This design comes from an exercise in tuning for small area and a short achievable clock period on the open sky130 flow, not from production work.
Function was checked by simulation only, so behaviour that the tests miss may differ from the original.
No activity file was given, so power comes from the tool's default toggle rates.

==> flow/design.v <==
module alu_design #(parameter OPERAND_WIDTH = 16, parameter CMD_WIDTH = 4)(
	input CLK, RST, MODE, CE, CIN,
	input [CMD_WIDTH-1:0] CMD,
	input [1:0] INP_VALID,
	input [OPERAND_WIDTH-1:0] OPA, OPB,
	output reg ERR, OFLOW, E, G, L,
	output reg COUT,
	output reg [(2*OPERAND_WIDTH)-1:0] RES
);
	reg [15:0] a, b;
	reg [3:0] cmd;
	reg cin;
	reg mode;
	reg [1:0] iv;
	always @(posedge CLK) begin
		a <= OPA;
		b <= OPB;
		cmd <= CMD;
		cin <= CIN;
	end
	always @(posedge CLK or posedge RST) begin
		if (RST) begin
			mode <= 1'b0;
			iv <= 2'b00;
		end else begin
			mode <= CE & MODE;
			iv <= CE ? INP_VALID : 2'b00;
		end
	end
	wire v11 = iv == 2'b11;
	wire vA  = iv == 2'b01;
	wire vB  = iv == 2'b10;
	reg xb;           
	reg [1:0] ysel;   
	reg c0, xe_s, ye_s;
	always @(*) begin
		xb = 1'b0; ysel = 2'd0; c0 = 1'b0; xe_s = 1'b0; ye_s = 1'b0;
		case (cmd)
			4'd0: begin ysel = 2'd0; end
			4'd1: begin ysel = 2'd1; c0 = 1'b1; end
			4'd2: begin ysel = 2'd0; c0 = cin; end
			4'd3: begin ysel = 2'd1; c0 = ~cin; end
			4'd4: begin ysel = 2'd2; c0 = 1'b1; end
			4'd5: begin ysel = 2'd3; end
			4'd6: begin xb = 1'b1; ysel = 2'd2; c0 = 1'b1; end
			4'd7: begin xb = 1'b1; ysel = 2'd3; end
			4'd11: begin ysel = 2'd0; xe_s = 1'b1; ye_s = 1'b1; end
			4'd12: begin ysel = 2'd1; c0 = 1'b1; xe_s = 1'b1; ye_s = 1'b1; end
			default: begin ysel = 2'd1; c0 = 1'b1; end
		endcase
	end
	wire [15:0] ax = xb ? b : a;
	wire [15:0] ay = ysel == 2'd0 ? b : ysel == 2'd1 ? ~b : ysel == 2'd2 ? 16'h0000 : 16'hffff;
	wire xe = xe_s & ax[15];
	wire ye = ye_s ? ay[15] : ysel[0];
	wire [16:0] sum = {xe, ax} + {ye, ay} + {16'b0, c0};
	wire eq = a == b;
	wire sgn = cmd != 4'd8;
	wire lt = {a[15] ^ sgn, a[14:0]} < {b[15] ^ sgn, b[14:0]};
	wire [3:0] rs = cmd[0] ? (4'd0 - b[3:0]) : b[3:0];
	wire [31:0] rdbl = {a, a} << rs;
	wire [15:0] rot = rdbl[31:16];
	reg [15:0] lres;
	reg lok;
	always @(*) begin
		lres = 16'h0000;
		lok = 1'b1;
		case (cmd)
			4'd0: lres = a & b;
			4'd1: lres = ~(a & b);
			4'd2: lres = a | b;
			4'd3: lres = ~(a | b);
			4'd4: lres = a ^ b;
			4'd5: lres = ~(a ^ b);
			4'd6: lres = ~a;
			4'd7: lres = ~b;
			4'd8: lres = a >> 1;
			4'd9: lres = a << 1;
			4'd10: lres = b >> 1;
			4'd11: lres = b << 1;
			4'd12: lres = rot;
			4'd13: lres = rot;
			default: lok = 1'b0;
		endcase
		case (iv)
			2'b00: lok = 1'b0;
			2'b01: lok = lok & (cmd == 4'd6 || cmd == 4'd8 || cmd == 4'd9);
			2'b10: lok = lok & (cmd == 4'd7 || cmd == 4'd10 || cmd == 4'd11);
			default: ;
		endcase
	end
	wire rot_err = (cmd == 4'd12 || cmd == 4'd13) && (|b[15:5]);
	wire m9 = cmd[0];
	wire [15:0] mx = m9 ? a : {a[14:0], 1'b0};
	wire [31:0] prod = mx * b + (m9 ? ({16'b0, a} + {16'b0, b} + 32'd1) : 32'd0);
	reg [31:0] P;
	reg pvalid;
	wire is_mul = v11 && (cmd == 4'd9 || cmd == 4'd10);
	wire add_ok = (v11 && (cmd <= 4'd7 || cmd == 4'd11 || cmd == 4'd12)) ||
	              (vA && (cmd == 4'd4 || cmd == 4'd5)) ||
	              (vB && (cmd == 4'd6 || cmd == 4'd7));
	wire is_cmp8 = v11 && cmd == 4'd8;
	wire is_scmp = v11 && (cmd == 4'd11 || cmd == 4'd12);
	reg [31:0] res_n;
	reg err_n, e_n, g_n, l_n;
	always @(*) begin
		res_n = 32'd0;
		err_n = 1'b0; e_n = 1'b0; g_n = 1'b0; l_n = 1'b0;
		if (mode) begin
			if (is_mul)
				res_n = pvalid ? P : 32'd0;
			else if (add_ok)
				res_n[16:0] = sum;
			else if (!is_cmp8)
				err_n = 1'b1;
			if (is_cmp8 || is_scmp) begin
				e_n = eq;
				l_n = !eq && lt;
				g_n = !eq && !lt;
			end
		end else begin
			if (lok)
				res_n[15:0] = lres;
			err_n = !lok || (v11 && rot_err);
		end
	end
	reg oflow_idle;
	wire cmd_sub = cmd == 4'd1 || cmd == 4'd3 || cmd == 4'd5 || cmd == 4'd7;
	wire oflow_n = mode && (cmd_sub ? sum[16] :
	                        cmd == 4'd11 ? ((a[15] & b[15] & ~res_n[15]) | (~a[15] & ~b[15] & res_n[15])) :
	                        cmd == 4'd12 ? ((~a[15] & b[15] & res_n[15]) | (a[15] & ~b[15] & ~res_n[15])) : 1'b0);
	wire oflow_idle_n = mode && ((cmd == 4'd3 && cin) || cmd == 4'd5 || cmd == 4'd7 || (cmd == 4'd11 && res_n[15]));
	wire cout_n = mode && (cmd == 4'd0 || cmd == 4'd2 || cmd == 4'd4 || cmd == 4'd6 || cmd == 4'd11) && res_n[16];
	always @(posedge CLK or posedge RST) begin
		if (RST) begin
			RES <= 32'd0;
			ERR <= 1'b0; E <= 1'b0; G <= 1'b0; L <= 1'b0;
			OFLOW <= 1'b0; oflow_idle <= 1'b0; COUT <= 1'b0;
			pvalid <= 1'b0;
		end else if (CE) begin
			RES <= res_n;
			ERR <= err_n; E <= e_n; G <= g_n; L <= l_n;
			OFLOW <= oflow_n; oflow_idle <= oflow_idle_n; COUT <= cout_n;
			if (mode)
				pvalid <= is_mul;
		end else begin
			ERR <= 1'b0; E <= 1'b0; G <= 1'b0; L <= 1'b0;
			OFLOW <= oflow_idle;
		end
	end
	always @(posedge CLK) begin
		if (CE && mode && is_mul)
			P <= prod;
	end
endmodule
==> flow/run.sh <==
#!/bin/bash
# synth_recipe.tcl (not shown) runs the flow's synth.tcl, then flattens the netlist and writes it again
# the make line also repeats each setting of config.mk as NAME=value (left out here)
make -C /OpenROAD-flow-scripts/flow DESIGN_CONFIG=/design/flow/config.mk WORK_HOME=/design/flow/orfs CLKGATE_MAP_FILE= SYNTH_SCRIPT=/design/flow/synth_recipe.tcl finish
==> flow/config.mk <==
export PLATFORM = sky130hd
export DESIGN_NAME = alu_design
export DESIGN_NICKNAME = alu_design
export VERILOG_FILES = /design/flow/design.v
export SDC_FILE = /design/flow/constraint.sdc
export NUM_CORES = 4
export LEC_CHECK = 0
export CAP_MARGIN = 20
export CORE_MARGIN = 2
export CORE_UTILIZATION = 40
export SLEW_MARGIN = 20
==> flow/constraint.sdc <==
create_clock -name core_clock -period 8.0 [get_ports {CLK}]
set_input_delay 1.6000 -clock core_clock [delete_from_list [all_inputs] [get_ports {CLK}]]
set_output_delay 1.6000 -clock core_clock [all_outputs]
set_load 0.01 [all_outputs]
==> summary.txt <==
Final layout
  – Synthesis-to-layout area growth: 11.0%
  – Share of cells above drive strength 1: about 6.7%
  – Area occupied by multi-input gates: 0.0136 mm^2
  – Fin nets: around 2600
  – Finished Cell Area: between 0.02 and 0.025 mm^2
  – Inserted Diodes: 0
  – Seq. cell area: ~0.0028 mm^2
  – Filler instances: roughly 4500

Yosys
  – Post-Synth Simple-Gate Area: around 15%
  – Number of synthesized register bits: roughly 110
  – Syn nets: 2597
  – Synth Area in Adders: a little over a third
  – Largest family of logic cells by synthesized area: adder cells
  – Sequential area share after synthesis: 15.3%
  – Multiplexer share of the synthesized area: under 10%
  – Synth Flop Type: dfrtp_1
  – Xor/xnor share of the synthesized area: 2.98%
  – Compound-Gate Fraction of Synth Area: roughly 17%
  – Async SR Flop Fraction: between 30% and 40%
  – Syn Area/Cell: between 8 and 9 um^2
  – EDFF count, synth: 32
  – Post-Syn Area: around 0.018 mm^2
  – Post-Synthesis Cells: about 2200
  – Distinct cells, synth: 80
  – Yosys synthesis warning count: 1

Worst setup path
  – Max incr delay on CP: about 0.55 ns
  – Source of the critical timing path: b[1]
  – WP data arrival: about 7.9 ns
  – Required @ worst endpoint: about 8.2 ns
  – Critical path's top delay family: compound AO/OA/AOI/OAI gates
  – Slowest CP cell: o31ai_1
  – Startpoint types: register
  – CP Class: reg -> reg
  – Worst setup EP type: register
  – CP bufs+invs: 4
  – Reg-to-Reg Start: b[1]
  – Crit-path max FO: 5

GRT
  – Most Crowded Layer GR: met2
  – GRT met2 Usage: 48.8%
  – Initial antenna violation count: 2
  – Met1 Track Usage GR: between 30% and 40%
  – First-pass GRT wire length: 104 mm
  – Met3 Use GR: under 10%
  – Largest net degree at the start of global routing: 65
  – Number of global-route vias before repair: 16930
  – Global route overflow: 0
  – GRT Total Usage: approximately 30%

STA
  – Final worst path period need: a little under 8 ns
  – Fin. max-slew vios: 0
  – Hold Violations, Final: 0
  – Final Setup Violations: 0
  – Max-Slew Margin vs Limit: around a fifth
  – Max Freq: about 0.13 GHz
  – Worst Skew: about 0.022 ns
  – Fin crit share: between 90% and 100%
  – Worst-Margin Slew: roughly 1.2 ns
  – RSZ-0062 raised after global routing: false
  – Final setup TNS: 0 ns

Outcome
  – Outcome: no timing/DRC/antenna violations

Floorplan
  – Starting Density: 40.3%
  – Overall die width: approximately 220 um
  – Die extent in y: between 200 and 250 um
  – Core Rows: 78
  – # IOs: 81
  – Die ar.: 0.0472 mm^2
  – Area of the core: 0.0451 mm^2

CTS
  – Root Driver: clkbuf_16
  – CTS resizes: 0
  – Setup bufs post-CTS: 0
  – CTS tree: built
  – CTS Buf Count: 9
  – H-tree Lvls: 3
  – # clock sinks: between 100 and 150
  – Hold Buf Count CTS: 0
  – Longest Clk Path Bufs: 2
  – Worst-path clk slew: approximately 0.10 ns
  – Worst-skew pair later-pin latency: approximately 0.42 ns

Routing
  – DRT Wirelength: 67.8 mm
  – Remaining antenna violation count after routing: 0
  – Iter 0 DRT Violations: ~1500
  – WL/cell: between 20 and 25 um
  – DRC errors left: 0
  – Via total after detailed routing: 16313
  – Via density: between 5 and 6
  – Detailed Routing Iterations Pass 1: 6

Placed design
  – DP Area: a little under 0.02 mm^2
  – Count of input and output buffers: 80
  – DP Wirelength: 51.9 mm
  – Routability Congestion: a little under 1

Worst hold path
  – Min-delay src: P[25]
  – Hold Crit Class: reg -> reg

Pwr
  – Peak supply drop: between 0.4 and 0.5 mV
  – Power density over cell area: approximately 350 mW/mm^2
  – Pleak: between 9 and 10 nW

Flow run
  – MaxCap Viol Count: 0
synth_stat cells, types with 26 or more instances:
cell type / count / area share [%]
dfxtp_1: 37 / 4.1
clkbuf_1: 100 / 2.1
nor2_1: 152 / 3.1
fa_1: 214 / 24
nor3_1: 31 / 0.85
nand2_1: 282 / 5.8
and2_1: 63 / 2.2
a21oi_1: 117 / 3.2
a211oi_1: 26 / 1.1
edfxtp_1: 32 / 5.3
o21ai_0: 92 / 2.5
a21o_1: 28 / 1.2
ha_1: 175 / 12
dfrtp_1: 43 / 5.9
inv_1: 326 / 6.7
mux2i_1: 26 / 1.4
xnor2_1: 41 / 2.0
worst paths after layout:
kind,endpoint,slack [ns],depth (start not counted)
max,P[30],0.26,28
min,RES[25],0.47,1
max reg2reg,P[30],0.26,28
min reg2reg,RES[25],0.47,1
max in group asynchronous,RES[10],5.88,2
min in group asynchronous,RES[9],1.64,2
cell type report:
class / instances / area share (%)
clock buffers: 9 / 1.12
clock inverters: 7 / 0.496
inverters: 333 / 6.20
multi-input cells: 1582 / 67.5
flip-flops and latches: 112 / 13.8
well taps: 600 / 3.72
repair buffers: 166 / 7.19
per-stage QoR:
stage	worst slack, ns	power, W	hold WS (ns)	utilization [%]	instances
final	0.262	0.00711	0.475	44.8	2809
after global routing	0.00550	0.00785	0.487	44.8	2809
after CTS	0.245	0.00717	0.476	44.7	2809
after detailed placement	0.299	0.00662	0.457	44.0	2793
after global placement	0.364	0.00655	0.448	44.0	2792
after floorplan	0.700	0.00505	0.439	-	2165
kinds of logic after synthesis:
| family | count (synthesis) |
|---|---|
| adder cells (fa/ha/maj) | 389 |
| buffers and inverters | 471 |
| XOR/XNOR | 61 |
| flip-flops | 112 |
| multiplexers | 51 |
| AO/OA/AOI/OAI | 465 |
| AND/OR/NAND/NOR | 616 |
flip-flops by register name, indices dropped and copies added (netlist names):
| signal | count |
|---|---|
| iv | 2 |
| oflow_idle | 1 |
| b | 16 |
| pvalid | 1 |
| L | 1 |
| P | 32 |
| a | 16 |
| mode | 1 |
| OFLOW | 1 |
| RES | 32 |
| E | 1 |
| cin | 1 |
| ERR | 1 |
| G | 1 |
| cmd | 4 |
| COUT | 1 |
report_power, final:
| group | total (W) | switching, W | leakage (nW) | internal [W] |
|---|---|---|---|---|
| registers | 0.000904 | 0.0000266 | 1.19 | 0.000877 |
| logic | 0.00569 | 0.00330 | 8.13 | 0.00239 |
| clock network | 0.000509 | 0.000278 | 0.158 | 0.000231 |
layer usage:
metal  vias up  wire length (um)
li1       7245                 -
met1      8110             26000
met2       728             31500
met3       228              4630
met4         2              5660
met5         -                12
cell usage in the layout, fill, tap and decap left out, types with 20 or more instances in the layout:
cell type          n
inv_1            325
nand2_1          282
fa_1             214
ha_1             175
nor2_1           150
a21oi_1          117
o21ai_0           86
buf_4             85
clkdlybuf4s50_1   80
and2_1            63
dfrtp_1           43
xnor2_1           41
dfxtp_1           34
edfxtp_1          32
nor3_1            30
a21o_1            28
a211oi_1          26
mux2i_1           25
nand3_1           24
a22o_1            23
a221oi_1          21
mux4_2            21
a22oi_1           20

-- static timing again, ports no longer ideal --
In the flow no input, the clock included, has a driving cell. The finished layout below was timed again as built, in two steps. Step 1 sets driving cells, clkbuf_16 on the clock port and buf_2 on the other inputs (assumed; they add their load-dependent delay and slew). Step 2 times the ports against the registers' clock, not the clock port: input delays grow and output delays shrink by t, the midpoint of the rising clock arrivals with the driver on. Three values: no drivers, after step 1, after step 2; two values: the first two.
t (ns): 0.464
setup slack, ns: 0.262 / 0.262 / 0.262
hold WS [ns]: 0.475 / 0.475 / 0.475
worst setup path after step 2: register to register
worst data-port slew with drivers (ns): 0.08
After both steps this run still meets setup and hold. For this run, drivers alone change the setup slack by 0.000 ns; drivers and shift together by 0.000 ns.
